Source: an optimization exercise on an open RTL-to-GDS flow (aim: small area). Production flows keep margins and buffers that such runs may drop. Only simulation tests tie the RTL to the original design; equivalence was not proved.

## flow/design.v (module list and top-level ports; edited modules follow where they fit)
// module waveform_generator_v5: 122 lines
// module awg_chsum: 2915 lines
// module awg_phase: 124 lines
// module awg_fa: 4 lines
// module awg_ha: 4 lines
module waveform_generator_v5 #(
    parameter integer DATA_WIDTH    = 16,
    parameter integer IDX_W         = 5,
    parameter integer GAIN_W        = 8,
    parameter integer LUT_ADDR_W    = 6,
    parameter integer PHASE_W       = 16,
    parameter integer STARTUP_DELAY = 0
)(
    input  wire                   clk,
    input  wire                   rst_n,
    input  wire [31:0]            s_axis_tdata,
    input  wire                   s_axis_tvalid,
    output wire                   s_axis_tready,
    output wire                   active_bank_o,
    output wire [31:0]            m_axis_tdata,
    output wire                   m_axis_tvalid,
    input  wire                   m_axis_tready
);
  // ...
==> flow/run.sh <==
#!/bin/bash
# synth_recipe.tcl (not shown) runs the flow's synth.tcl, then flattens the netlist and writes it again
# the make line also repeats each setting of config.mk as NAME=value (left out here)
make -C /OpenROAD-flow-scripts/flow DESIGN_CONFIG=/design/flow/config.mk WORK_HOME=/design/flow/orfs CLKGATE_MAP_FILE= SYNTH_SCRIPT=/design/flow/synth_recipe.tcl finish
==> flow/config.mk <==
export PLATFORM = sky130hd
export DESIGN_NAME = waveform_generator_v5
export DESIGN_NICKNAME = waveform_generator_v5
export VERILOG_FILES = /design/flow/design.v
export SDC_FILE = /design/flow/constraint.sdc
export NUM_CORES = 4
export LEC_CHECK = 0
export ABC_AREA = 1
export ABC_CLOCK_PERIOD_IN_PS = 11000
export CAP_MARGIN = 20
export CORE_MARGIN = 2
export CORE_UTILIZATION = 50
export CTS_BUF_LIST = sky130_fd_sc_hd__clkbuf_8
export SLEW_MARGIN = 20
==> flow/constraint.sdc <==
create_clock -name core_clock -period 11.0 [get_ports {clk}]
set_input_delay 2.2000 -clock core_clock [delete_from_list [all_inputs] [get_ports {clk}]]
set_output_delay 2.2000 -clock core_clock [all_outputs]
set_load 0.01 [all_outputs]
==> metrics.md, run 1 <==
| Metric | Value |
|---|---|
| Synth Area in Compound Gates | `0.123` |
| GRT Max-Usage Layer | `met1` |
| Dpl cell area | `106000 sq um` |
| WS Path Type | `flop to flop` |
| EDFF count, synth | `224` |
| Synth area leaders | `fa_1 (28%), dfrtp_1 (17%), xor2_1 (8.7%)` |
| Simple-gate area share of the yosys netlist | `0.0988` |
| Netlist cell types | `75` |
| Placed cell count | `13500` |
| Max-slew headroom | `0.239` |
| Crit path time final | `between 9 and 10 ns` |
| Seq cells | `just over 1000` |
| Post-CTS resize count | `0` |
| Fill cells | `about 19000` |
| Critical path depth | `33` |
| Finished Core Util | `0.536` |
| Wire length on met1 | `140 mm` |
| Mapped Avg Cell Area | `between 9 and 10 sq um` |
| Setup Fix Bufs, Post-CTS | `0` |
| Ys Warns | `3` |
| Final hold violations | `0` |
| Largest family of logic cells by synthesized area | `adder cells` |
| Status | `no timing/DRC/antenna violations` |
| Post-Syn Instances | `11100` |
| Worst reg2reg path startpoint | `CH[1].TN[5].a[1]$_DFF_P_` |
| Max Clock Skew | `0.0435 ns` |
| Total Routing Usage GR | `0.296` |
| Synth cell count leaders | `inv_1 (2275), fa_1 (1446), nand2_1 (1295)` |
| Startpoint class of the critical path | `flop` |
| Die H | `459 um` |
| 1st-pass router iterations | `8` |
| Yosys top cell area share | `0.280` |
| Critical path endpoint | `d1[13]$_DFFE_PN_` |
| Synth Net Count | `approximately 13000` |
| Met3 WL | `27.0 mm` |
| Most used DFF post-synth | `dfrtp_1` |
==> run 2, diff against run 1 <==
--- a/flow/config.mk
+++ b/flow/config.mk
@@ -12,3 +12,3 @@
 export CORE_UTILIZATION = 50
-export CTS_BUF_LIST = sky130_fd_sc_hd__clkbuf_8
+export CTS_BUF_LIST = sky130_fd_sc_hd__clkbuf_4
 export SLEW_MARGIN = 20
==> metrics.md, run 2 <==
| Metric | Value |
|---|---|
| Hold-fix buffers at CTS | `0` |
| Period utilisation layout | `0.900` |
| Slew Limit Fails | `0` |
| Min-Delay Path Class | `flop to flop` |
| Port Buffers | `53` |
| Async SR Flop Fraction | `0.673` |
| Met3 usage | `0.0633` |
| Routed Wire Length | `between 300 and 400 mm` |
| Clk pin slew, worst setup/hold paths | `roughly 0.070 ns` |
| Post-Syn Instances | `11100 (unchanged)` |
| Largest regs | `CH.TN.ph x256, CH.TN.cg x128, CH.TN.og x128` |
| EDFF count, synth | `224 (unchanged)` |
| # nets final | `between 10000 and 15000` |
| First-pass GRT wire length | `approximately 480 mm` |
| # H-tree levels | `5` |
| Layout overhead on the synthesized area | `6.44%` |
| DRC | `0` |
| Total Routing Usage GR | `0.296 (+0.000629)` |
| DR WL/cell | `between 20 and 25 um` |
| Core area | `205000 sq um` |
| Worst-Margin Slew | `1.21 ns` |
| RSZ-0062 raised after global routing | `no` |
| Die H | `459 um (unchanged)` |
| Worst Setup End Kind | `flop` |
| Met2 GRT Util | `0.436` |
| Final Setup Violations | `0` |
| Crit-path max cell delay | `0.66 ns` |
| Post-CTS resize count | `0 (unchanged)` |
| GRT met1 Usage | `0.444` |
| Leading cell type by number of instances after synthesis | `inv_1` |
| Critical-path top delay cell | `a211oi_2` |
| Grt total ovfl | `0` |
| Commonest non-fill, non-tap cell in the layout | `inv_1` |
| Most used DFF post-synth | `dfrtp_1` |
| Worst-Skew Late Latency | `about 1.3 ns` |
| XOR/XNOR Fraction of Synth Area | `0.100` |
| Arr. time, crit path | `10.90 ns` |
| Synth area leader | `fa_1` |
| Layout cells sized above 1 | `0.0935` |
| Total negative slack | `0 ns` |
| Synth cell count leaders | `inv_1 (2275), fa_1 (1446), nand2_1 (1295)` |
| Antenna-violating nets left | `0` |
| Initial Util | `0.504` |
| 1st-pass router iterations | `8 (unchanged)` |
| Synth Area in Compound Gates | `0.123 (unchanged)` |
| Largest register FFs | `between 200 and 300` |
| Largest family of logic cells by synthesized area | `adder cells` |
| Synth Register Bits | `between 1000 and 1500` |
| Sequential area share after synthesis | `0.251` |
| Mapped Area | `103000 sq um` |
| WS Path Type | `flop to flop` |
| Detailed Route Iter0 Violations | `just under 8000` |
| Worst Path Max Fanout | `15` |
| Synth Net Count | `12900 (unchanged)` |
| Max Clock Skew | `0.132 ns (+0.0889 ns)` |
| MaxCap Viol Count | `0` |
| Status | `no timing/DRC/antenna violations` |
| Synth area leaders | `fa_1 (28%), dfrtp_1 (17%), xor2_1 (8.7%)` |
| Mapped Avg Cell Area | `9.32 sq um (unchanged)` |
| Clock buffer depth | `4` |
| Chip width | `459 um` |
| Adder-Cell Fraction of Synth Area | `0.316` |
| TritonCTS buffer count | `approximately 300` |
| Max frequency | `~0.1 GHz` |
| DPL Wire Length | `about 240 mm` |
| Max-slew headroom | `0.185 (-0.0534)` |
| Ys Warns | `3 (unchanged)` |
| Crit path time final | `9.91 ns (+0.0852 ns)` |
| Setup Fix Bufs, Post-CTS | `0 (unchanged)` |
| Die area | `210000 sq um` |
| Initial antenna violation count | `8` |
| Req. time, crit path | `roughly 12 ns` |
| Final hold violations | `0 (unchanged)` |
| Clock Sinks | `~1000` |
| Yosys top cell area share | `0.280 (unchanged)` |
| CTS Root Cell | `clkbuf_4` |
| Largest net degree at the start of global routing | `164` |
| GRT Max-Usage Layer | `met1` |
| Mux share of post-synthesis cell area | `0.00359` |
| Startpoint class of the critical path | `flop` |
| Netlist cell types | `75 (unchanged)` |
| Biggest register | `CH.TN.ph` |
| Most frequent CP cell | `fa_1` |
| Via count | `slightly below 80000` |
| Finished Core Util | `0.536 (about the same)` |
| CTS tree | `built` |
| Vias per inst | `5.58` |
| Io pins | `slightly above 70` |
| GP Congestion | `approximately 1` |
| Vias in the first global route | `~80000` |
| Most frequent cells in the layout | `inv_1 (2267), fa_1 (1446), nand2_1 (1294)` |
| Simple-gate area share of the yosys netlist | `0.0988 (unchanged)` |
| Rows | `166` |
==> run 2: cell counts after synthesis <==
Identical to the previous run, type by type.
==> run 2: cell type report <==
type                    instances  area [sq um]
clock buffers                 455          3420
repair buffers                182          1530
diodes                          7          17.5
inverters                    2392          9000
flip-flops and latches       1015         26000
fillers                     18900         95100
clock inverters                65           292
multi-input cells            7246         66500
well taps                    2688          3360
==> run 2: metal layers <==
layer	share of wire	vias to the layer above
met3	0.089	442
met5	0	-
li1	-	35600
met1	0.45	39300
met2	0.43	3160
met4	0.025	0
==> run 2: logic make-up (layout without fill, tap and decap cells) <==
kind of cell,Yosys count,in the layout
xor gates and xnor gates,1125,1125
adders and majority gates,1746,1746
AOI/OAI and AO/OA,1967,1967
DFF,1015,1015
and+or+nand+nor,2374,2374
buffers and inverters,2840,3094
muxes,33,33
other,1,8
==> run 2: path summary, 6_finish.rpt <==
| check | cells past startpoint | slack (ns) | to | from |
|---|---|---|---|---|
| min reg2reg | 0 | 0.37 | CH[1].TN[7].a[5]$_DFF_P_ | CH[1].TN[7].ph[15]$_DFF_PN0_ |
| max in group asynchronous | 3 | 7.84 | CH[1].TN[3].og[6]$_DFFE_PN0P_ | rst_n |
| max reg2reg | 33 | 1.09 | d1[13]$_DFFE_PN_ | CH[1].TN[5].a[0]$_DFF_P_ |
| min in group asynchronous | 1 | 0.89 | CH[0].TN[7].ph[2]$_DFF_PN0_ | rst_n |
| min | 0 | 0.37 | CH[1].TN[7].a[5]$_DFF_P_ | CH[1].TN[7].ph[15]$_DFF_PN0_ |
| max | 33 | 1.09 | d1[13]$_DFFE_PN_ | CH[1].TN[5].a[0]$_DFF_P_ |
==> run 2: critical path, delay by kind of cell (launching register included) <==
family	cells	cell delay (ns)
adder cells (fa/ha/maj)	12	5.27
AO/OA/AOI/OAI	7	1.82
AND/OR/NAND/NOR	8	1.25
XOR/XNOR	2	0.49
flip-flops	1	0.44
buffers and inverters	4	0.31
==> run 2: stage by stage <==
step                area, sq um  hold slack [ns]  setup WS [ns]  std cells
finish                   110000            0.369           1.09      14100
global route             110000            0.393          0.611      14000
CTS                      110000            0.370           1.22      14000
detailed placement       106000            0.375           1.33      13500
global placement         106000            0.378           1.39      13500
floorplan                103000            0.366           2.60      11100
==> run 3, diff against run 2 <==
--- a/flow/config.mk
+++ b/flow/config.mk
@@ -12,3 +12,5 @@
 export CORE_UTILIZATION = 50
-export CTS_BUF_LIST = sky130_fd_sc_hd__clkbuf_4
+export CTS_BUF_LIST = sky130_fd_sc_hd__clkbuf_16
+export CTS_CLUSTER_DIAMETER = 150
+export CTS_CLUSTER_SIZE = 30
 export SLEW_MARGIN = 20
==> metrics.md, run 3 <==
| Metric | Value |
|---|---|
| Worst Setup End Kind | `flop` |
| DPL Wire Length | `244 mm (unchanged)` |
| FF-to-FF path depth | `33 (unchanged)` |
| Async SR Flop Fraction | `0.673 (unchanged)` |
| Total Routing Usage GR | `0.292 (-0.00428)` |
| Most frequent CP cell | `fa_1` |
| Netlist cell types | `75 (unchanged)` |
| Synth area leader | `fa_1` |
| Most frequent cells in the layout | `inv_1 (2291), fa_1 (1446), nand2_1 (1294)` |
| Largest register FFs | `256 (unchanged)` |
| Rows | `166 (unchanged)` |
| Max frequency | `0.101 GHz (about the same)` |
| WS Path Type | `flop to flop` |
| Synth Net Count | `12900 (unchanged)` |
| Worst Path Max Fanout | `15 (unchanged)` |
| Yosys top cell area share | `0.280 (unchanged)` |
| TritonCTS buffer count | `43 (-86%)` |
| Worst-Skew Late Latency | `0.75 ns (-0.57 ns)` |
| Worst min-delay path endpoint | `CH[0].TN[0].a[5]$_DFF_P_` |
| Port Buffers | `53 (unchanged)` |
| Period utilisation layout | `0.900 (about the same)` |
| Die area | `210000 sq um (unchanged)` |
| First-pass GRT wire length | `471 mm (-1.2%)` |
| Max Clock Skew | `0.0485 ns (-0.0839 ns)` |
| DRC | `0 (unchanged)` |
| Mapped Area | `103000 sq um (unchanged)` |
| Synth cell count leaders | `inv_1 (2275), fa_1 (1446), nand2_1 (1295)` |
| Chip width | `459 um (unchanged)` |
| Final WS setup | `1.10 ns (+0.00483 ns)` |
| Synth Register Bits | `1015 (unchanged)` |
| Routed Wire Length | `306 mm (-1.1%)` |
| Final Setup Violations | `0 (unchanged)` |
| Clock buffer depth | `3 (-1)` |
| Status | `no timing/DRC/antenna violations` |
| Final hold violations | `0 (unchanged)` |
| Layout overhead on the synthesized area | `4.20%` |
| Layout cells sized above 1 | `0.0586 (-0.0349)` |
| Sequential area share after synthesis | `0.251 (unchanged)` |
| Setup Fix Bufs, Post-CTS | `0 (unchanged)` |
| Mapped Avg Cell Area | `9.32 sq um (unchanged)` |
| Critical-path top delay cell | `a211oi_2` |
| Commonest non-fill, non-tap cell in the layout | `inv_1` |
| Hold_ws | `0.395 ns (+0.0263 ns)` |
| Slew Limit Fails | `0 (unchanged)` |
| CTS tree | `built` |
| # nets final | `12700 (-2.0%)` |
| Place WS | `1.33 ns (unchanged)` |
| RSZ-0062 raised after global routing | `no` |
| Req. time, crit path | `11.46 ns (-0.54 ns)` |
| Post-CTS resize count | `0 (unchanged)` |
| Grt total ovfl | `0 (unchanged)` |
| Startpoint class of the critical path | `flop` |
| Min-Delay Path Class | `flop to flop` |
| 1st-pass router iterations | `6 (-2)` |
| Die H | `459 um (unchanged)` |
| Detailed Route Iter0 Violations | `8243 (+5.2%)` |
| R2r endpoint | `d1[13]$_DFFE_PN_` |
| # H-tree levels | `2 (-3)` |
| Hold-fix buffers at CTS | `0 (unchanged)` |
| Dpl cell area | `106000 sq um (unchanged)` |
| Io pins | `71 (unchanged)` |
| EDFF count, synth | `224 (unchanged)` |
| Biggest register | `CH.TN.ph` |
| Initial Util | `0.504 (unchanged)` |
| R2R setup slack | `1.10 ns (about the same)` |
| Most used DFF post-synth | `dfrtp_1` |
| Worst-Margin Slew | `1.17 ns (-0.0452 ns)` |
| Leading cell type by number of instances after synthesis | `inv_1` |
| Clock Sinks | `1015 (unchanged)` |
| Crit path time final | `9.90 ns (-0.00483 ns)` |
| Via count | `76700 (-2.3%)` |
| Vias in the first global route | `76200 (-3.0%)` |
| Core area | `205000 sq um (unchanged)` |
| Worst reg2reg path startpoint | `CH[1].TN[5].a[0]$_DFF_P_` |
| Clk pin slew, worst setup/hold paths | `0.11 ns (+0.04 ns)` |
| Synth area leaders | `fa_1 (28%), dfrtp_1 (17%), xor2_1 (8.7%)` |
| Initial antenna violation count | `8 (unchanged)` |
| Antenna-violating nets left | `0 (unchanged)` |
| Vias per inst | `5.63 (+0.88%)` |
| HP Start | `CH[0].TN[0].ph[15]$_DFF_PN0_` |
| Arr. time, crit path | `10.36 ns (-0.54 ns)` |
| Largest net degree at the start of global routing | `164 (unchanged)` |
| Post-Syn Instances | `11100 (unchanged)` |
| Ys Warns | `3 (unchanged)` |
| Total negative slack | `0 ns (unchanged)` |
| Max-slew headroom | `0.215 (+0.0294)` |
| Crit-path max cell delay | `0.64 ns (-0.02 ns)` |
| Final instance area | `108000 sq um (-2.1%)` |
| CTS Root Cell | `clkbuf_16` |
| DR WL/cell | `22.5 um (+2.1%)` |
| MaxCap Viol Count | `0 (unchanged)` |
| Largest regs | `CH.TN.ph x256, CH.TN.cg x128, CH.TN.og x128` |
| WHS Path Cells | `0 (unchanged)` |
| GP Congestion | `1.03 (unchanged)` |
run 3: changes by cell type in the layout (fill, tap and decap cells not counted), moves of 7 or more:
| cell | delta |
|---|---|
| clkbuf_4 | -455 |
| clkbuf_16 | +44 |
| clkinv_1 | -42 |
| inv_1 | +24 |
| clkinv_2 | -12 |
| inv_2 | -7 |
run 3: cells by family (layout without fill, tap and decap cells):
group,after synthesis,after routing,synth area share
other,1,7,0.0000363
buffers and inverters,2840,2654,0.108
and+or+nand+nor,2374,2374,0.0988
xor gates and xnor gates,1125,1125,0.100
adders and majority gates,1746,1746,0.316
AOI/OAI and AO/OA,1967,1967,0.123
DFF,1015,1015,0.251
muxes,33,33,0.00359
run 3: through the flow:
stage | utilization | std cells
3_5_place_dp | 0.518 | 13500
6_report | 0.525 | 13600
3_3_place_gp | 0.518 | 13500
2_1_floorplan | - | 11100
5_1_grt | 0.525 | 13600
4_1_cts | 0.525 | 13600
run 3: layout make-up:
cell class	count	area [sq um]
fill	18900	97400
multi-input combinational	7246	66500
sequential	1015	26000
inverter	2392	9000
tap	2688	3360
timing repair buffer	182	1530
clock buffer	44	1100
clock inverter	36	292
antenna	6	15.0
run 3: worst max-delay path, delay by kind of cell (launching register included):
| family | cells | cell delay, ns |
|---|---|---|
| fa+ha+maj | 12 | 5.31 |
| compound gates | 7 | 1.79 |
| simple gates | 8 | 1.25 |
| xor+xnor | 2 | 0.51 |
| flops | 1 | 0.46 |
| buf+inv | 4 | 0.31 |
run 3: how the worst max path moves through the flow:
stage | startpoint | endpoint | slack, ns
2_1_floorplan | CH[0].TN[1].a[0]$_DFF_P_ | d1[21]$_DFFE_PN_ | 2.60
3_3_place_gp | CH[1].TN[5].a[3]$_DFF_P_ | d1[0]$_DFFE_PN_ | 1.39
3_5_place_dp | CH[1].TN[5].a[0]$_DFF_P_ | d1[13]$_DFFE_PN_ | 1.33
4_1_cts | CH[1].TN[5].a[0]$_DFF_P_ | d1[13]$_DFFE_PN_ | 1.28
5_1_grt | CH[1].TN[7].a[0]$_DFF_P_ | d1[13]$_DFFE_PN_ | 0.70
6_report | CH[1].TN[5].a[0]$_DFF_P_ | d1[13]$_DFFE_PN_ | 1.10
run 3: routing by layer:
metal | share of wire | global-route usage | vias to the layer above
met3 | 0.083 | 0.0496 | 268
met2 | 0.44 | 0.434 | 2766
met5 | 0.000043 | 0 | -
met4 | 0.021 | 0.0592 | 2
li1 | - | - | 34800
met1 | 0.46 | 0.448 | 38800
==> run 4, diff against run 3 <==
==> flow/flow/run.sh (new file) <==
#!/bin/bash
# Own flow: the standard synthesis, then a netlist clean-up that removes
# redundant inverters around full-adder cells (sky130 fa is self-dual, so an
# adder may take complemented inputs and give complemented outputs), then
# the standard layout from the synthesized netlist to finish.
set -euo pipefail
R=orfs/results/${FLOW_PLATFORM}/waveform_generator_v5/base
bash standard.sh synth > flow_synth.log 2>&1
cp "$R/1_2_yosys.v" fainv_in.v
python3 flow/fainv.py fainv_in.v "$R/1_2_yosys.v" > fainv.log 2>&1
rm -f "$R/1_synth.odb" "$R/1_synth.sdc"
bash standard.sh > flow_finish.log 2>&1
==> flow/flow/fainv.py (new file) <==
#!/usr/bin/env python3
"""Remove redundant inverters around full-adder cells in a mapped netlist.

sky130 fa (SUM = A^B^CIN, COUT = MAJ(A,B,CIN)) is self-dual: feeding it the
complements of its inputs yields the complements of both outputs.  Each FA
may therefore be "flipped" (inputs and outputs complemented) without changing
the function.  Inverters are removed and re-inserted (one per signal that
some pin needs complemented), choosing flips by greedy local search so that
as few inverters as possible are needed.  Flip-flops and ports are untouched.
usage: fainv.py in.v out.v
"""
import re, sys, collections

src = open(sys.argv[1]).read()
m = re.search(r'\bmodule\s+(\S+)\s*\(', src)
head_end = src.index(';', m.end()) + 1
body_end = src.rindex('endmodule')
body = src[head_end:body_end]

cell_re = re.compile(r'^\s*(sky130_fd_sc_hd__\w+)\s+(\S+)\s*\((.*?)\);', re.S | re.M)
pin_re = re.compile(r'\.(\w+)\(\s*(.*?)\s*\)\s*(?:,|$)', re.S)
decls, cells = [], []
pos = 0
for cm in cell_re.finditer(body):
    decls.append(body[pos:cm.start()])
    pos = cm.end()
    typ, name, pins = cm.group(1), cm.group(2), cm.group(3)
    pl = [(p, n.strip()) for p, n in pin_re.findall(pins.strip())]
    cells.append([typ, name, pl])
rest = body[pos:]
assert 'assign' not in ''.join(decls) + rest, 'assign statements not supported'

OUTP = {'X', 'Y', 'Q', 'Q_N', 'SUM', 'COUT', 'HI', 'LO'}
ports = set()
for pm in re.finditer(r'^\s*(input|output|inout)\s+(\[[^\]]*\]\s*)?([^;]+);', src[:body_end], re.M):
    for n in pm.group(3).split(','):
        ports.add(n.strip())
def base(net):
    return re.sub(r'\s*\[\d+\]$', '', net)
def isport(net):
    return net in ports or base(net) in ports

invs = {}     # out net -> in net (inverters we may remove)
for c in cells:
    typ, name, pl = c
    if re.match(r'sky130_fd_sc_hd__(clk)?inv_\d+$', typ):
        d = dict(pl)
        if not isport(d['Y']):
            invs[d['Y']] = d['A']
def root(net):
    par = 0
    while net in invs:
        net = invs[net]; par ^= 1
    return net, par

fas = [c for c in cells if c[0] == 'sky130_fd_sc_hd__fa_1']
fa_of_out = {}
for i, c in enumerate(fas):
    d = dict(c[2])
    fa_of_out[d['SUM']] = i
    fa_of_out[d['COUT']] = i
# consumers: (cell index in cells, pin) for every non-inverter input pin
uses = collections.defaultdict(list)   # root signal -> list of (fa index or -1, parity literal)
fa_idx = {id(c): i for i, c in enumerate(fas)}
for c in cells:
    typ, name, pl = c
    d = dict(pl)
    if re.match(r'sky130_fd_sc_hd__(clk)?inv_\d+$', typ) and d['Y'] in invs:
        continue
    for p, n in pl:
        if p in OUTP or n.startswith("1'") or n == '':
            continue
        r, par = root(n)
        uses[r].append((fa_idx.get(id(c), -1), par))
# nets feeding ports through removable inverters: ports are never inverter outputs
# (excluded above), but a port may be a root signal; fine.

f = [0] * len(fas)
def sig_cost(r):
    pol = f[fa_of_out[r]] if r in fa_of_out else 0
    need = False
    for j, par in uses[r]:
        req = par ^ (f[j] if j >= 0 else 0)
        if req != pol:
            return 1
    return 0
fa_sigs = []
for i, c in enumerate(fas):
    d = dict(c[2])
    s = set([d['SUM'], d['COUT']])
    for p in ('A', 'B', 'CIN'):
        s.add(root(d[p])[0])
    fa_sigs.append(s)
total = sum(sig_cost(r) for r in uses)
orig_inv = sum(1 for c in cells if re.match(r'sky130_fd_sc_hd__(clk)?inv_\d+$', c[0]))
improved = True
it = 0
while improved and it < 50:
    improved = False
    it += 1
    for i in range(len(fas)):
        before = sum(sig_cost(r) for r in fa_sigs[i])
        f[i] ^= 1
        after = sum(sig_cost(r) for r in fa_sigs[i])
        if after < before:
            improved = True
            total += after - before
        else:
            f[i] ^= 1
sys.stderr.write(f"fainv: {len(fas)} FAs, {sum(f)} flipped, inverters {orig_inv} -> {total + (orig_inv - len(invs))}\n")

# rewrite: every removable inverter disappears; pins get root signal or its complement
comp_net = {}
new_cells = []
newwires = []
k = 0
def comp(r):
    global k
    if r not in comp_net:
        n = f"_fainv{k}_"; k += 1
        comp_net[r] = n
        newwires.append(n)
        new_cells.append(['sky130_fd_sc_hd__inv_1', f"_fainv_i{k}_", [('A', physical[r]), ('Y', n)]])
    return comp_net[r]
# physical net carrying each FA output: keep net names; a flipped FA's output net
# now carries the complement, so its name keeps meaning "physical value".
physical = collections.defaultdict(lambda: None)
for r in uses:
    physical[r] = r
out_cells = []
for c in cells:
    typ, name, pl = c
    d = dict(pl)
    if re.match(r'sky130_fd_sc_hd__(clk)?inv_\d+$', typ) and d['Y'] in invs:
        continue
    j = fa_idx.get(id(c), -1)
    npl = []
    for p, n in pl:
        if p in OUTP or n.startswith("1'") or n == '':
            npl.append((p, n)); continue
        r, par = root(n)
        pol = f[fa_of_out[r]] if r in fa_of_out else 0
        req = par ^ (f[j] if j >= 0 else 0)
        npl.append((p, r if req == pol else comp(r)))
    out_cells.append([typ, name, npl])
out_cells += new_cells
def fmt(c):
    def q(n):
        return n + ' ' if n.startswith('\\') else n
    return f"  {c[0]} {q(c[1])} (\n" + ",\n".join(f"    .{p}({q(n)})" for p, n in c[2]) + "\n  );\n"
txt = src[:head_end] + ''.join(decls) + ''.join(f"  wire {w};\n" for w in newwires) + ''.join(fmt(c) for c in out_cells) + rest + src[body_end:]
open(sys.argv[2], 'w').write(txt)
==> flow/standard.sh (new file) <==
#!/bin/bash
# synth_recipe.tcl (not shown) runs the flow's synth.tcl, then flattens the netlist and writes it again
# the make line also repeats each setting of config.mk as NAME=value (left out here)
make -C /OpenROAD-flow-scripts/flow DESIGN_CONFIG=/design/flow/config.mk WORK_HOME=/design/flow/orfs CLKGATE_MAP_FILE= SYNTH_SCRIPT=/design/flow/synth_recipe.tcl "${@:-finish}"
removed: flow/run.sh
==> metrics.md, run 4 <==
| Metric | Value |
|---|---|
| Min-Delay Path Class | `flop to flop` |
| Total Routing Usage GR | `0.284 (-0.00820)` |
| Worst Path Max Fanout | `15 (unchanged)` |
| Port Buffers | `53 (unchanged)` |
| Routed Wire Length | `285 mm (-6.6%)` |
| Final Setup Violations | `0 (unchanged)` |
| Req. time, crit path | `11.42 ns (-0.04 ns)` |
| CTS Root Cell | `clkbuf_16` |
| Post-CTS resize count | `0 (unchanged)` |
| Total negative slack | `0 ns (unchanged)` |
| Io pins | `71 (unchanged)` |
| Clock Sinks | `1015 (unchanged)` |
| Layout overhead on the synthesized area | `4.32%` |
| DR WL/cell | `22.6 um (+0.75%)` |
| # H-tree levels | `2 (unchanged)` |
| DRC | `0 (unchanged)` |
| Status | `no timing/DRC/antenna violations` |
| Commonest non-fill, non-tap cell in the layout | `inv_1` |
| Routed wl met2 | `122 mm (-8.0%)` |
| Largest register FFs | `256 (unchanged)` |
| Dpl cell area | `103000 sq um (-3.5%)` |
| Synth Net Count | `11900 (-7.3%)` |
| Post-Syn Instances | `10200 (-8.5%)` |
| Worst Setup End Kind | `flop` |
| Chip width | `451 um (-1.7%)` |
| WS Path Type | `flop to flop` |
| Multi-input gate area | `66500 sq um (about the same)` |
| Biggest register | `CH.TN.ph` |
| Mapped Area | `99900 sq um (-3.4%)` |
| MaxCap Viol Count | `0 (unchanged)` |
| Vias in the first global route | `73400 (-3.6%)` |
| Vias per inst | `5.79 (+2.7%)` |
| Most frequent CP cell | `fa_1` |
| Wire length on met1 | `129 mm (-7.9%)` |
| Initial Util | `0.501 (-0.00262)` |
| Worst-Margin Slew | `1.13 ns (-0.0390 ns)` |
| Rows | `164 (-1.2%)` |
| Ys Warns | `3 (unchanged)` |
| Startpoint class of the critical path | `flop` |
| TritonCTS buffer count | `44 (+2.3%)` |
| GP Congestion | `1.00 (-2.7%)` |
| Largest regs | `CH.TN.ph x256, CH.TN.cg x128, CH.TN.og x128` |
| Clock buffer depth | `3 (unchanged)` |
| # nets final | `11700 (-7.6%)` |
| Top Metal Used | `met4` |
| Grt total ovfl | `0 (unchanged)` |
| 1st-pass router iterations | `6 (unchanged)` |
| Antenna-violating nets left | `0 (unchanged)` |
| Final instance area | `104000 sq um (-3.3%)` |
| Hold-fix buffers at CTS | `0 (unchanged)` |
| RSZ-0062 raised after global routing | `no` |
| DPL Wire Length | `224 mm (-8.2%)` |
| Worst-Skew Late Latency | `0.75 ns (about the same)` |
| Largest net degree at the start of global routing | `159 (-3.0%)` |
| Core area | `199000 sq um (-2.9%)` |
| Period utilisation layout | `0.913 (+0.0129)` |
| First-pass GRT wire length | `447 mm (-5.1%)` |
| Met3 WL | `25.2 mm (-0.69%)` |
| Setup Fix Bufs, Post-CTS | `0 (unchanged)` |
| Crit-path max cell delay | `0.62 ns (-0.02 ns)` |
| Max-slew headroom | `0.249 (+0.0342)` |
| Critical-path top delay cell | `nor2_1` |
| CTS tree | `built` |
| FF/Latch Area | `26000 sq um (unchanged)` |
| Final hold violations | `0 (unchanged)` |
| Max frequency | `0.0996 GHz (-1.4%)` |
| Most frequent cells in the layout | `inv_1 (1468), fa_1 (1446), nand2_1 (1294)` |
| Fill cells | `18000 (-4.8%)` |
| Die area | `203000 sq um (-3.4%)` |
| Clk pin slew, worst setup/hold paths | `0.12 ns (about the same)` |
| Initial antenna violation count | `5 (-3)` |
| Arr. time, crit path | `10.47 ns (+0.11 ns)` |
| Via count | `73000 (-4.8%)` |
| Layout cells sized above 1 | `0.0521 (-0.00651)` |
| Slew Limit Fails | `0 (unchanged)` |
| Mapped Avg Cell Area | `9.83 sq um (+5.5%)` |
| Max Clock Skew | `0.0747 ns (+0.0262 ns)` |
| Die H | `451 um (-1.7%)` |
| Detailed Route Iter0 Violations | `7757 (-5.9%)` |
| Crit path time final | `10.04 ns (+0.142 ns)` |
[run 4: path summary, 6_finish.rpt]
check	start	to	slack (ns)	depth (start not counted)
max	CH[0].TN[0].a[0]$_DFF_P_	d1[23]$_DFFE_PN_	0.96	36
min reg2reg	d1[20]$_DFFE_PN_	d2[20]$_DFFE_PN_	0.39	0
min in group asynchronous	rst_n	CH[0].TN[7].ph[6]$_DFF_PN0_	1.43	1
min	d1[20]$_DFFE_PN_	d2[20]$_DFFE_PN_	0.39	0
max in group asynchronous	rst_n	CH[1].TN[7].og[0]$_DFFE_PN0P_	7.41	3
max reg2reg	CH[0].TN[0].a[0]$_DFF_P_	d1[23]$_DFFE_PN_	0.96	36
[run 4: layer usage]
layer	vias up	track usage
met5	-	0
met4	0	0.0725
li1	32900	-
met1	37100	0.432
met2	2697	0.413
met3	322	0.0582
[run 4: through the flow]
stage | setup WS, ns | hold WS, ns | util | std cells
3_5_place_dp | 1.12 | 0.380 | 0.515 | 12500
4_1_cts | 1.05 | 0.387 | 0.523 | 12600
5_1_grt | 0.395 | 0.388 | 0.523 | 12600
3_3_place_gp | 1.28 | 0.380 | 0.515 | 12500
2_1_floorplan | 2.46 | 0.366 | - | 10200
6_report | 0.958 | 0.389 | 0.523 | 12600
[run 4: cell type report]
class                   count  share of cell area
clock inverters            35             0.00292
multi-input cells        7246               0.638
inverters                1453              0.0526
clock buffers              46              0.0110
well taps                2656              0.0319
flip-flops and latches   1015               0.249
diodes                      6            0.000144
repair buffers            162              0.0139
[run 4: critical path, delay by kind of cell, from the launching register on]
family | cells | cell delay, ns
fa+ha+maj | 12 | 5.23
simple gates | 9 | 1.93
compound gates | 6 | 1.12
buf+inv | 7 | 0.52
flops | 1 | 0.50
xor+xnor | 2 | 0.41
==> run 5, diff against run 4 <==
==> flow/flow/run.sh (replaced) <==
#!/bin/bash
# Own flow: the standard synthesis, then netlist clean-up, then the standard flow's
# standard layout from the cleaned netlist to finish.
# Clean-up (flow/fainv.py, flow/reabc.sh), repeated three times:
#  * fainv.py removes redundant inverters around full-adder cells (sky130 fa
#    is self-dual, so an adder may take complemented inputs and give
#    complemented outputs; xor2/xnor2 absorb inverted inputs);
#  * reabc.sh re-maps the remaining combinational cells with ABC for area,
#    keeping flip-flops, adder cells and tie cells as they are.
# Registers (names, count, cell types) are those of the standard synthesis.
set -euo pipefail
R=orfs/results/${FLOW_PLATFORM}/waveform_generator_v5/base
bash standard.sh synth > flow_synth.log 2>&1
cp "$R/1_2_yosys.v" net_0.v
python3 flow/fainv.py net_0.v net_1.v > fainv_1.log 2>&1
bash flow/reabc.sh net_1.v net_2.v reabc_2.log > /dev/null
python3 flow/fainv.py net_2.v net_3.v > fainv_3.log 2>&1
bash flow/reabc.sh net_3.v net_4.v reabc_4.log > /dev/null
python3 flow/fainv.py net_4.v net_5.v > fainv_5.log 2>&1
cp net_5.v "$R/1_2_yosys.v"
rm -f "$R/1_synth.odb" "$R/1_synth.sdc"
bash standard.sh > flow_finish.log 2>&1
--- a/flow/flow/fainv.py
+++ b/flow/flow/fainv.py
@@ -9,2 +9,4 @@
 as few inverters as possible are needed.  Flip-flops and ports are untouched.
+Flips are chosen by simulated annealing (fixed seed) then a greedy polish;
+XOR/XNOR cells absorb input inversions by swapping xor2 <-> xnor2.
 usage: fainv.py in.v out.v
@@ -55,8 +57,11 @@
 
-fas = [c for c in cells if c[0] == 'sky130_fd_sc_hd__fa_1']
+XRE = re.compile(r'sky130_fd_sc_hd__(xor2|xnor2|xor3|xnor3)_(\d+)$')
+fas = [c for c in cells if c[0] == 'sky130_fd_sc_hd__fa_1' or XRE.match(c[0])]
+def isx(c):
+    return XRE.match(c[0]) is not None
 fa_of_out = {}
 for i, c in enumerate(fas):
-    d = dict(c[2])
-    fa_of_out[d['SUM']] = i
-    fa_of_out[d['COUT']] = i
+    for p, n in c[2]:
+        if p in OUTP:
+            fa_of_out[n] = i
 # consumers: (cell index in cells, pin) for every non-inverter input pin
@@ -73,2 +78,5 @@
         r, par = root(n)
+        if isx(c):
+            uses.setdefault(r, [])
+            continue
         uses[r].append((fa_idx.get(id(c), -1), par))
@@ -88,6 +96,8 @@
 for i, c in enumerate(fas):
-    d = dict(c[2])
-    s = set([d['SUM'], d['COUT']])
-    for p in ('A', 'B', 'CIN'):
-        s.add(root(d[p])[0])
+    s = set()
+    for p, n in c[2]:
+        if p in OUTP:
+            s.add(n)
+        elif not isx(c):
+            s.add(root(n)[0])
     fa_sigs.append(s)
@@ -95,19 +105,43 @@
 orig_inv = sum(1 for c in cells if re.match(r'sky130_fd_sc_hd__(clk)?inv_\d+$', c[0]))
+import random, math, os
+random.seed(1)
+def local(i):
+    return sum(sig_cost(r) for r in fa_sigs[i])
+cur = total
+best = cur
+bestf = list(f)
+N = len(fas)
+steps = int(os.environ.get("FAINV_STEPS", "400")) * N
+for step in range(steps):
+    T = 1.5 * (1 - step / steps) + 0.01
+    i = random.randrange(N)
+    before = local(i)
+    f[i] ^= 1
+    after = local(i)
+    dlt = after - before
+    if dlt <= 0 or random.random() < math.exp(-dlt / T):
+        cur += dlt
+        if cur < best:
+            best = cur; bestf = list(f)
+    else:
+        f[i] ^= 1
+f = bestf
+# final greedy polish
 improved = True
-it = 0
-while improved and it < 50:
+while improved:
     improved = False
-    it += 1
-    for i in range(len(fas)):
-        before = sum(sig_cost(r) for r in fa_sigs[i])
+    for i in range(N):
+        before = local(i)
         f[i] ^= 1
-        after = sum(sig_cost(r) for r in fa_sigs[i])
-        if after < before:
+        if local(i) < before:
             improved = True
-            total += after - before
         else:
             f[i] ^= 1
-sys.stderr.write(f"fainv: {len(fas)} FAs, {sum(f)} flipped, inverters {orig_inv} -> {total + (orig_inv - len(invs))}\n")
+total = sum(sig_cost(r) for r in uses)
+sys.stderr.write(f"fainv: {len(fas)} FA/XOR cells, {sum(f)} flipped, inverters {orig_inv} -> {total + (orig_inv - len(invs))}\n")
 
 # rewrite: every removable inverter disappears; pins get root signal or its complement
+tag = 0
+while f"_fainv{tag}x" in src:
+    tag += 1
 comp_net = {}
@@ -119,6 +153,6 @@
     if r not in comp_net:
-        n = f"_fainv{k}_"; k += 1
+        n = f"_fainv{tag}x{k}_"; k += 1
         comp_net[r] = n
         newwires.append(n)
-        new_cells.append(['sky130_fd_sc_hd__inv_1', f"_fainv_i{k}_", [('A', physical[r]), ('Y', n)]])
+        new_cells.append(['sky130_fd_sc_hd__inv_1', f"_fainv{tag}xi{k}_", [('A', physical[r]), ('Y', n)]])
     return comp_net[r]
@@ -137,2 +171,22 @@
     npl = []
+    if isx(c):
+        mm = XRE.match(typ)
+        parity = (1 if mm.group(1).startswith('xnor') else 0) ^ f[j]
+        for p, n in pl:
+            if p in OUTP:
+                continue
+            r, par = root(n)
+            pol = f[fa_of_out[r]] if r in fa_of_out else 0
+            parity ^= par ^ pol
+            npl.append((p, r))
+        outn = [n for p, n in pl if p in OUTP][0]
+        kind = mm.group(1)[-1]
+        if kind == '2':
+            typ = f"sky130_fd_sc_hd__{'xnor2' if parity else 'xor2'}_{mm.group(2)}"
+            npl.append(('Y' if parity else 'X', outn))
+        else:
+            typ = f"sky130_fd_sc_hd__{'xnor3' if parity else 'xor3'}_{mm.group(2)}"
+            npl.append(('X', outn))
+        out_cells.append([typ, name, npl])
+        continue
     for p, n in pl:
==> flow/flow/reabc.sh (new file) <==
#!/bin/bash
# Re-map the combinational standard cells of a mapped netlist with ABC for
# area; flip-flops, adder cells (fa/ha) and tie cells are kept as they are
# (same instances, same names).  usage: reabc.sh in.v out.v log
set -euo pipefail
LIB=${FLOW_HOME}/platforms/${FLOW_PLATFORM}/lib/sky130_fd_sc_hd__tt_025C_1v80.lib
CFG=${FLOW_HOME}/platforms/${FLOW_PLATFORM}/config.mk
DU=""
for c in $(grep -o "sky130_fd_sc_hd__[a-z0-9_]*" $CFG | sort -u | grep -v "conb\|buf_4\|buf_1\|fill"); do DU="$DU -dont_use $c"; done
DU="$DU -dont_use sky130_fd_sc_hd__clkinv_* -dont_use sky130_fd_sc_hd__clkbuf_* -dont_use sky130_fd_sc_hd__clkdly* -dont_use sky130_fd_sc_hd__dly* -dont_use sky130_fd_sc_hd__probe*"
KEEP=$(grep -o "sky130_fd_sc_hd__\(fa\|ha\|df\|edf\|sdf\|conb\)[a-z0-9_]*" $1 | sort -u | tr '\n' ' ')
yosys -l $3 -p "read_liberty -ignore_miss_func $LIB; read_verilog $1; hierarchy -top ${FLOW_TOP}; setattr -mod -set keep_hierarchy 1 $KEEP; flatten; opt_clean; abc -liberty $LIB $DU -script +strash;dc2;dch,-f;map,-a;amap;topo; opt_clean -purge; select ${FLOW_TOP}; write_verilog -noattr -selected $2; tee -o /dev/null stat -liberty $LIB"
--- a/flow/config.mk
+++ b/flow/config.mk
@@ -13,4 +13,4 @@
 export CTS_BUF_LIST = sky130_fd_sc_hd__clkbuf_16
-export CTS_CLUSTER_DIAMETER = 150
-export CTS_CLUSTER_SIZE = 30
+export CTS_CLUSTER_DIAMETER = 100
+export CTS_CLUSTER_SIZE = 20
 export SLEW_MARGIN = 20
==> metrics.md, run 5 <==
| Metric | Value |
|---|---|
| DR WL/cell | `24.3 um (+7.5%)` |
| Min-Delay Path Class | `flop to flop` |
| Chip width | `434 um (-3.8%)` |
| CP delay by family, top | `adder cells` |
| Multi-input gate area | `63700 sq um (-4.3%)` |
| Vias in the first global route | `74000 (+0.78%)` |
| Total negative slack | `0 ns (unchanged)` |
| Placed cell count | `12300 (-1.7%)` |
| Fill cells | `16200 (-9.6%)` |
| CTS tree | `built` |
| Max Clock Skew | `0.0403 ns (-0.0344 ns)` |
| CTS Root Cell | `clkbuf_16` |
| Via count | `76600 (+4.9%)` |
| Port Buffers | `53 (unchanged)` |
| # nets final | `11700 (-0.060%)` |
| FF-to-FF path depth | `31 (-14%)` |
| Synth Net Count | `11300 (-5.4%)` |
| Clock buffer depth | `3 (unchanged)` |
| Worst reg2reg path startpoint | `CH[0].TN[0].a[2]$_DFF_P_` |
| Die area | `188000 sq um (-7.5%)` |
| Initial Util | `0.504 (+0.00241)` |
| Routed Wire Length | `302 mm (+5.9%)` |
| Commonest non-fill, non-tap cell in the layout | `nand2_1` |
| R2r endpoint | `d1[27]$_DFFE_PN_` |
| Worst min-delay path endpoint | `CH[1].TN[5].a[5]$_DFF_P_` |
| Place WS | `0.357 ns (-0.761 ns)` |
| Die H | `434 um (-3.8%)` |
| 1st-pass router iterations | `8 (+2)` |
| Post-Syn Instances | `9513 (-6.4%)` |
| Largest regs | `CH.TN.ph x256, CH.TN.cg x128, CH.TN.og x128` |
| TritonCTS buffer count | `60 (+36%)` |
| Total Routing Usage GR | `0.325 (+0.0416)` |
| Arr. time, crit path | `10.69 ns (+0.22 ns)` |
| Largest net degree at the start of global routing | `170 (+6.9%)` |
| Layout overhead on the synthesized area | `8.90%` |
| Grt total ovfl | `0 (unchanged)` |
| Final Setup Violations | `0 (unchanged)` |
| Max frequency | `0.0980 GHz (-1.6%)` |
| R2R setup slack | `0.80 ns (-0.16 ns)` |
| Hold_ws | `0.403 ns (+0.0137 ns)` |
| Io pins | `71 (unchanged)` |
| Antenna-violating nets left | `0 (unchanged)` |
| Initial antenna violation count | `8 (+3)` |
| Rows | `157 (-4.3%)` |
| Status | `no timing/DRC/antenna violations` |
| First-pass GRT wire length | `463 mm (+3.6%)` |
| Core area | `183000 sq um (-8.0%)` |
| Crit-path max cell delay | `0.87 ns (+0.25 ns)` |
| WHS Path Cells | `0 (unchanged)` |
| Crit path time final | `10.20 ns (+0.160 ns)` |
| Most frequent cells in the layout | `nand2_1 (1483), o21ai_0 (1446), fa_1 (1445)` |
| Mapped Area | `92300 sq um (-7.6%)` |
| MaxCap Viol Count | `0 (unchanged)` |
| Final WS setup | `0.798 ns (-0.160 ns)` |
| Largest register FFs | `256 (unchanged)` |
| Req. time, crit path | `11.49 ns (+0.07 ns)` |
| Final hold violations | `0 (unchanged)` |
| Worst-Margin Slew | `1.20 ns (+0.0751 ns)` |
| Startpoint class of the critical path | `flop` |
| Max-slew headroom | `0.190 (-0.0585)` |
| Detailed Route Iter0 Violations | `9642 (+24%)` |
| Slew Limit Fails | `0 (unchanged)` |
| Ys Warns | `3 (unchanged)` |
| WS Path Type | `flop to flop` |
| Critical-path top delay cell | `o21ai_0` |
| DPL Wire Length | `239 mm (+6.9%)` |
| Most frequent CP cell | `fa_1` |
| # H-tree levels | `2 (unchanged)` |
| DRC | `0 (unchanged)` |
| GP Congestion | `1.04 (+4.2%)` |
| Vias per inst | `6.16 (+6.4%)` |
| Worst Path Max Fanout | `15 (unchanged)` |
| Worst Setup End Kind | `flop` |
| CP Buf/Inv Count | `2 (-5)` |
| Layout cells sized above 1 | `0.0454 (-0.00667)` |
| Worst-Skew Late Latency | `0.78 ns (+0.03 ns)` |
| HP Start | `CH[1].TN[5].ph[15]$_DFF_PN0_` |
| Period utilisation layout | `0.927 (+0.0145)` |
| Clock Sinks | `1015 (unchanged)` |
| RSZ-0062 raised after global routing | `no` |
| Hold-fix buffers at CTS | `0 (unchanged)` |
| Mapped Avg Cell Area | `9.71 sq um (-1.3%)` |
| Biggest register | `CH.TN.ph` |
| FF/Latch Area | `26000 sq um (unchanged)` |
| Clk pin slew, worst setup/hold paths | `0.09 ns (-0.03 ns)` |
| Finished Layout Cells | `12400 (-1.5%)` |
==> run 5: layout make-up <==
type / instances / share of cell area
antenna: 4 / 0.0000995
sequential: 1015 / 0.258
clock buffer: 61 / 0.0152
multi-input combinational: 7645 / 0.633
tap: 2464 / 0.0307
timing repair buffer: 340 / 0.0271
inverter: 853 / 0.0320
clock inverter: 53 / 0.00331
==> run 5: how the worst max path moves through the flow <==
stage          depth (start not counted)                            to                     start  slack, ns
4_1_cts                               40               d1[9]$_DFFE_PN_  CH[1].TN[7].a[1]$_DFF_P_       0.28
3_3_place_gp                          40               d1[3]$_DFFE_PN_  CH[1].TN[7].a[1]$_DFF_P_       0.54
5_1_grt                               42               d1[7]$_DFFE_PN_  CH[1].TN[7].a[1]$_DFF_P_      0.002
6_report                              31              d1[27]$_DFFE_PN_  CH[0].TN[0].a[2]$_DFF_P_       0.80
3_5_place_dp                          40               d1[9]$_DFFE_PN_  CH[1].TN[7].a[1]$_DFF_P_       0.36
2_1_floorplan                         32  CH[0].TN[7].ph[15]$_DFF_PN0_       wcnt[1]$_DFFE_PN0P_       0.64
==> run 5: worst register-to-register path: cells and delay by family, from the launching register on <==
kind / cells / cell delay, ns
adder cells (fa/ha/maj): 11 / 4.87
AO/OA/AOI/OAI: 9 / 2.62
AND/OR/NAND/NOR: 9 / 1.58
flip-flops: 1 / 0.56
buffers and inverters: 2 / 0.30
==> run 5: repair_timing <==
item                                    in CTS  in global routing
resized for setup                            0                 13
buffers inserted                             0                  0
endpoints found under the setup margin       0                 15
==> run 5: through the flow <==
step	utilization	area (sq um)
3_5_place_dp	0.538	98600
5_1_grt	0.549	101000
6_report	0.549	101000
4_1_cts	0.548	100000
3_3_place_gp	0.538	98600
2_1_floorplan	-	92300
==> run 5: metal layers <==
metal,up-vias,wire length (um),global-route usage
met5,-,13,0
met4,2,9260,0.0879
met3,351,31100,0.0733
met2,3372,126000,0.456
met1,38000,136000,0.505
li1,34900,-,-
==> module waveform_generator_v5, before the edit <==
module waveform_generator_v5 #(
    parameter integer DATA_WIDTH    = 16,
    parameter integer IDX_W         = 5,
    parameter integer GAIN_W        = 8,
    parameter integer LUT_ADDR_W    = 6,
    parameter integer PHASE_W       = 16,
    parameter integer STARTUP_DELAY = 0
)(
    input  wire                   clk,
    input  wire                   rst_n,
    input  wire [31:0]            s_axis_tdata,
    input  wire                   s_axis_tvalid,
    output wire                   s_axis_tready,
    output wire                   active_bank_o,
    output wire [31:0]            m_axis_tdata,
    output wire                   m_axis_tvalid,
    input  wire                   m_axis_tready
);
    assign s_axis_tready = 1'b1;
    wire [3:0] cmd = s_axis_tdata[31:28];
    reg we_idx, we_gain, cpend, safe;
    reg        wch;
    reg [2:0]  wtone;
    reg [7:0]  wdata;
    always @(posedge clk or negedge rst_n) begin
        if (!rst_n) begin
            we_idx <= 1'b0; we_gain <= 1'b0; cpend <= 1'b0; safe <= 1'b1;
        end else begin
            we_idx  <= s_axis_tvalid && (cmd == 4'h1);
            we_gain <= s_axis_tvalid && (cmd == 4'h2);
            cpend   <= s_axis_tvalid && (cmd == 4'hF) && safe;
            if (s_axis_tvalid && (cmd == 4'hC)) safe <= s_axis_tdata[0];
        end
    end
    always @(posedge clk) begin
        wch   <= s_axis_tdata[27];
        wtone <= s_axis_tdata[26:24];
        wdata <= s_axis_tdata[7:0];
    end
    reg act, pa;
    always @(posedge clk or negedge rst_n) begin
        if (!rst_n) begin act <= 1'b0; pa <= 1'b0; end
        else begin act <= act ^ cpend; pa <= act; end
    end
    assign active_bank_o = act;
    wire swap = act ^ pa;
    reg  [2:0] wcnt;
    wire ov = (wcnt == 3'd5);
    reg  vld0, vld1;
    wire cl = ~ov | ~vld1;
    always @(posedge clk or negedge rst_n) begin
        if (!rst_n) wcnt <= 3'd0;
        else if (!ov) wcnt <= wcnt + 3'd1;
    end
    wire [15:0] chsum [0:1];
    genvar c, t;
    generate
        for (c = 0; c < 2; c = c + 1) begin : CH
            wire [47:0] av;
            wire [63:0] gv;
            for (t = 0; t < 8; t = t + 1) begin : TN
                reg [4:0] ci, oi;
                reg [7:0] cg, og;
                wire wsel = (wch == c) && (wtone == t);
                always @(posedge clk or negedge rst_n) begin
                    if (!rst_n) begin
                        ci <= 5'd0; oi <= 5'd0; cg <= 8'd0; og <= 8'd0;
                    end else begin
                        ci <= swap ? oi : ci;
                        cg <= swap ? og : cg;
                        oi <= (we_idx  && wsel) ? wdata[4:0] : (swap ? ci : oi);
                        og <= (we_gain && wsel) ? wdata      : (swap ? cg : og);
                    end
                end
                reg  [15:0] ph;
                wire [15:0] phn;
                awg_phase u_ph (.ph(ph), .ix(ci & {5{cl}}), .phn(phn));
                always @(posedge clk or negedge rst_n) begin
                    if (!rst_n) ph <= 16'd0;
                    else ph <= phn;
                end
                wire [4:0] x = ph[14:10];
                reg  [5:0] a;
                always @(posedge clk) a <= {ph[15], x[4] ? (5'd16 - {1'b0, x[3:0]}) : x};
                assign av[6*t +: 6] = a;
                assign gv[8*t +: 8] = cg;
            end
            awg_chsum u_sum (.a(av), .g(gv), .y(chsum[c]));
        end
    endgenerate
    reg [31:0] d1, d2, d3, d4, d5;
    always @(posedge clk) begin
        if (cl) begin
            d1 <= {chsum[0], chsum[1]};
            d2 <= d1; d3 <= d2; d4 <= d3; d5 <= d4;
        end
    end
    reg [31:0] dat0, dat1;
    wire push = ov & ~vld1;
    wire pop  = vld0 & m_axis_tready;
    always @(posedge clk or negedge rst_n) begin
        if (!rst_n) begin
            vld0 <= 1'b0; vld1 <= 1'b0;
        end else begin
            if (pop) begin
                if (vld1) begin vld0 <= 1'b1; vld1 <= 1'b0; end
                else vld0 <= 1'b0;
            end
            if (push) begin
                if (!vld0 || pop) vld0 <= 1'b1;
                else vld1 <= 1'b1;
            end
        end
    end
    always @(posedge clk) begin
        if (pop && vld1) dat0 <= dat1;
        if (push && (!vld0 || pop)) dat0 <= d5;
        if (push && vld0 && !pop) dat1 <= d5;
    end
    assign m_axis_tdata  = dat0;
    assign m_axis_tvalid = vld0;
endmodule
==> run 6, diff against run 5 <==
--- a/flow/design.v
+++ b/flow/design.v
@@ -46,3 +46,4 @@
     assign active_bank_o = act;
-    wire swap = act ^ pa;
+    wire [4:0] wdi = rst_n ? wdata[4:0] : 5'd0;
+    wire [7:0] wdg = rst_n ? wdata : 8'd0;
     reg  [2:0] wcnt;
@@ -62,15 +63,13 @@
             for (t = 0; t < 8; t = t + 1) begin : TN
-                reg [4:0] ci, oi;
-                reg [7:0] cg, og;
+                reg [4:0] bi0, bi1;
+                reg [7:0] bg0, bg1;
                 wire wsel = (wch == c) && (wtone == t);
-                always @(posedge clk or negedge rst_n) begin
-                    if (!rst_n) begin
-                        ci <= 5'd0; oi <= 5'd0; cg <= 8'd0; og <= 8'd0;
-                    end else begin
-                        ci <= swap ? oi : ci;
-                        cg <= swap ? og : cg;
-                        oi <= (we_idx  && wsel) ? wdata[4:0] : (swap ? ci : oi);
-                        og <= (we_gain && wsel) ? wdata      : (swap ? cg : og);
-                    end
+                always @(posedge clk) begin
+                    if ((we_idx  && wsel &&  act) || !rst_n) bi0 <= wdi;
+                    if ((we_idx  && wsel && !act) || !rst_n) bi1 <= wdi;
+                    if ((we_gain && wsel &&  act) || !rst_n) bg0 <= wdg;
+                    if ((we_gain && wsel && !act) || !rst_n) bg1 <= wdg;
                 end
+                wire [4:0] ci = pa ? bi1 : bi0;
+                wire [7:0] cg = pa ? bg1 : bg0;
                 reg  [15:0] ph;
==> metrics.md, run 6 <==
| Metric | Value |
|---|---|
| Status | `no timing/DRC/antenna violations` |
| Finished Core Util | `0.552 (+0.00384)` |
| Initial antenna violation count | `13 (+5)` |
| Detailed Route Iter0 Violations | `8794 (-8.8%)` |
| Multi-input gate area | `61300 sq um (-3.7%)` |
| Dpl cell area | `97700 sq um (-0.90%)` |
| Finished Layout Cells | `11700 (-6.1%)` |
| CTS tree | `built` |
| Synth Net Count | `10600 (-6.4%)` |
| # nets final | `11000 (-5.8%)` |
| Final instance area | `99900 sq um (-0.69%)` |
| FF/Latch Area | `28100 sq um (+8.0%)` |
| Port Buffers | `53 (unchanged)` |
| Routed Wire Length | `287 mm (-5.0%)` |
| Die H | `430 um (-0.80%)` |
| Slew Limit Fails | `0 (unchanged)` |
| FF-to-FF path depth | `36 (+16%)` |
| CTS Root Cell | `clkbuf_16` |
| Layout overhead on the synthesized area | `9.91%` |
| Post-Syn Instances | `8794 (-7.6%)` |
| RSZ-0062 raised after global routing | `no` |
| Clock Sinks | `1015 (unchanged)` |
| Worst-Skew Late Latency | `0.71 ns (-0.07 ns)` |
| Crit-path max cell delay | `0.76 ns (-0.11 ns)` |
| HP Start | `CH[0].TN[4].ph[15]$_DFF_PN0_` |
| R2r endpoint | `d1[20]$_DFFE_PN_` |
| CP delay by family, top | `adder cells` |
| Max Clock Skew | `0.0426 ns (+0.00233 ns)` |
| TritonCTS buffer count | `66 (+10%)` |
| Vias in the first global route | `69700 (-5.8%)` |
| Io pins | `71 (unchanged)` |
| Req. time, crit path | `11.43 ns (-0.06 ns)` |
| 1st-pass router iterations | `6 (-2)` |
| Grt total ovfl | `0 (unchanged)` |
| WS Path Type | `flop to flop` |
| Post-CTS resize count | `0 (unchanged)` |
| Initial Util | `0.503 (-0.00112)` |
| Worst-Margin Slew | `1.08 ns (-0.120 ns)` |
| Final Setup Violations | `0 (unchanged)` |
| Biggest register | `CH.TN.ph` |
| Fill cells | `15600 (-3.6%)` |
| Crit path time final | `10.51 ns (+0.307 ns)` |
| MaxCap Viol Count | `0 (unchanged)` |
| Clk pin slew, worst setup/hold paths | `0.09 ns (about the same)` |
| Largest net degree at the start of global routing | `115 (-32%)` |
| Startpoint class of the critical path | `flop` |
| Core area | `181000 sq um (-1.4%)` |
| Period utilisation layout | `0.955 (+0.0279)` |
| Total Routing Usage GR | `0.313 (-0.0125)` |
| Max-slew headroom | `0.279 (+0.0887)` |
| WHS Path Cells | `0 (unchanged)` |
| Hold_ws | `0.401 ns (-0.00249 ns)` |
| Critical-path top delay cell | `fa_1` |
| Worst Path Max Fanout | `56 (+41)` |
| Worst reg2reg path startpoint | `pa$_DFF_PN0_` |
| DRC | `0 (unchanged)` |
| DR WL/cell | `24.6 um (+1.2%)` |
| Antenna-violating nets left | `0 (unchanged)` |
| Setup Fix Bufs, Post-CTS | `0 (unchanged)` |
| Vias per inst | `6.15 (about the same)` |
| Mapped Area | `90900 sq um (-1.6%)` |
| Mapped Avg Cell Area | `10.3 sq um (+6.4%)` |
| Worst min-delay path endpoint | `CH[0].TN[4].a[5]$_DFF_P_` |
| Most frequent cells in the layout | `fa_1 (1378), o21ai_0 (1300), nand2_1 (1234)` |
| Hold-fix buffers at CTS | `0 (unchanged)` |
| CP Buf/Inv Count | `5 (+3)` |
| Rows | `156 (-0.64%)` |
| Commonest non-fill, non-tap cell in the layout | `fa_1` |
| Placed cell count | `11500 (-6.3%)` |
| Largest register FFs | `256 (unchanged)` |
| # H-tree levels | `3 (+1)` |
| Max frequency | `0.0952 GHz (-2.9%)` |
| Die area | `185000 sq um (-1.6%)` |
| Clock buffer depth | `3 (unchanged)` |
| Ys Warns | `3 (unchanged)` |
| Arr. time, crit path | `10.94 ns (+0.25 ns)` |
| First-pass GRT wire length | `438 mm (-5.3%)` |
| R2R setup slack | `0.49 ns (-0.31 ns)` |
| Chip width | `430 um (-0.80%)` |
| Worst Setup End Kind | `flop` |
| Via count | `71800 (-6.2%)` |
| Final hold violations | `0 (unchanged)` |
| Largest regs | `CH.TN.ph x256, CH.TN.bg0 x128, CH.TN.bg1 x128` |
| GP Congestion | `1.00 (-3.9%)` |
| DPL Wire Length | `228 mm (-4.7%)` |
| Min-Delay Path Class | `flop to flop` |
| Layout cells sized above 1 | `0.0650 (+0.0196)` |
run 6: layer usage:
| metal | global-route usage | vias to the layer above | share of wire |
|---|---|---|---|
| li1 | - | 32800 | - |
| met1 | 0.485 | 35500 | 0.45 |
| met2 | 0.456 | 3180 | 0.43 |
| met3 | 0.0653 | 287 | 0.099 |
| met4 | 0.0614 | 4 | 0.021 |
| met5 | 0 | - | 0.000090 |
run 6: area by class of cell:
cell class,count,area share
Antenna cell,13,0.000326
Clock buffer,68,0.0170
Inverter,621,0.0234
Tap cell,2370,0.0297
Clock inverter,52,0.00357
Multi-Input combinational cell,7158,0.614
Timing Repair Buffer,377,0.0305
Sequential cell,1015,0.281
run 6: how the worst max path moves through the flow:
stage / cells after the start / endpoint / slack (ns) / startpoint
after floorplan: 31 / d1[11]$_DFFE_PN_ / -1.80 / pa$_DFF_PN0_
final: 36 / d1[20]$_DFFE_PN_ / 0.49 / pa$_DFF_PN0_
after CTS: 34 / d1[2]$_DFFE_PN_ / 0.47 / pa$_DFF_PN0_
after global placement: 35 / d1[1]$_DFFE_PN_ / 0.60 / pa$_DFF_PN0_
after global routing: 38 / d1[2]$_DFFE_PN_ / 0.01 / pa$_DFF_PN0_
after detailed placement: 34 / d1[2]$_DFFE_PN_ / 0.52 / pa$_DFF_PN0_
run 6: stage by stage:
| stage | setup slack (ns) | setup TNS (ns) |
|---|---|---|
| floorplan | -1.80 | -55.07 |
| global placement | 0.598 | 0 |
| detailed placement | 0.521 | 0 |
| CTS | 0.468 | 0 |
| global route | 0.0102 | 0 |
| finish | 0.491 | 0 |
run 6: worst reg2reg max path, delay by kind of cell (launching register included):
family	cells	cell delay (ns)
DFF	1	0.51
buffers and inverters	5	1.23
AOI/OAI and AO/OA	12	2.91
and+or+nand+nor	9	0.90
adders and majority gates	10	4.71

-- static timing again, ports no longer ideal --
Ports are ideal in the flow. The routed layouts listed here were re-timed in OpenROAD. Step 1 (the two cells are an assumption about what drives the block):
set clk [get_ports {clk}]
set_driving_cell -lib_cell sky130_fd_sc_hd__clkbuf_16 $clk
set_driving_cell -lib_cell sky130_fd_sc_hd__buf_2 [delete_from_list [all_inputs] $clk]
Step 2 times the ports against the registers' clock, not the clock port: input delays grow and output delays shrink by t, the midpoint of the rising clock arrivals with the driver on. Slacks: ideal ports / drivers / drivers and shift; pairs: ideal ports / drivers.
run	t (ns)	setup slack, ns	slew at the worst register clock pin (ns)	worst slew at a driven data input, ns	cell pins on the clock port's net
run 1	1.020	1.180 / 1.180 / 1.180	0.08 / 0.08	0.05	1
run 2	1.347	1.095 / 1.095 / 1.095	0.08 / 0.08	0.05	1
run 3	0.806	1.100 / 1.100 / 1.100	0.12 / 0.12	0.05	1
run 4	0.800	0.958 / 0.958 / 0.958	0.12 / 0.12	0.05	1
run 5	0.845	0.798 / 0.798 / 0.798	0.09 / 0.09	0.23	1
run 6	0.770	0.491 / 0.491 / 0.491	0.09 / 0.09	0.05	1
After both steps every run listed still meets setup and hold.
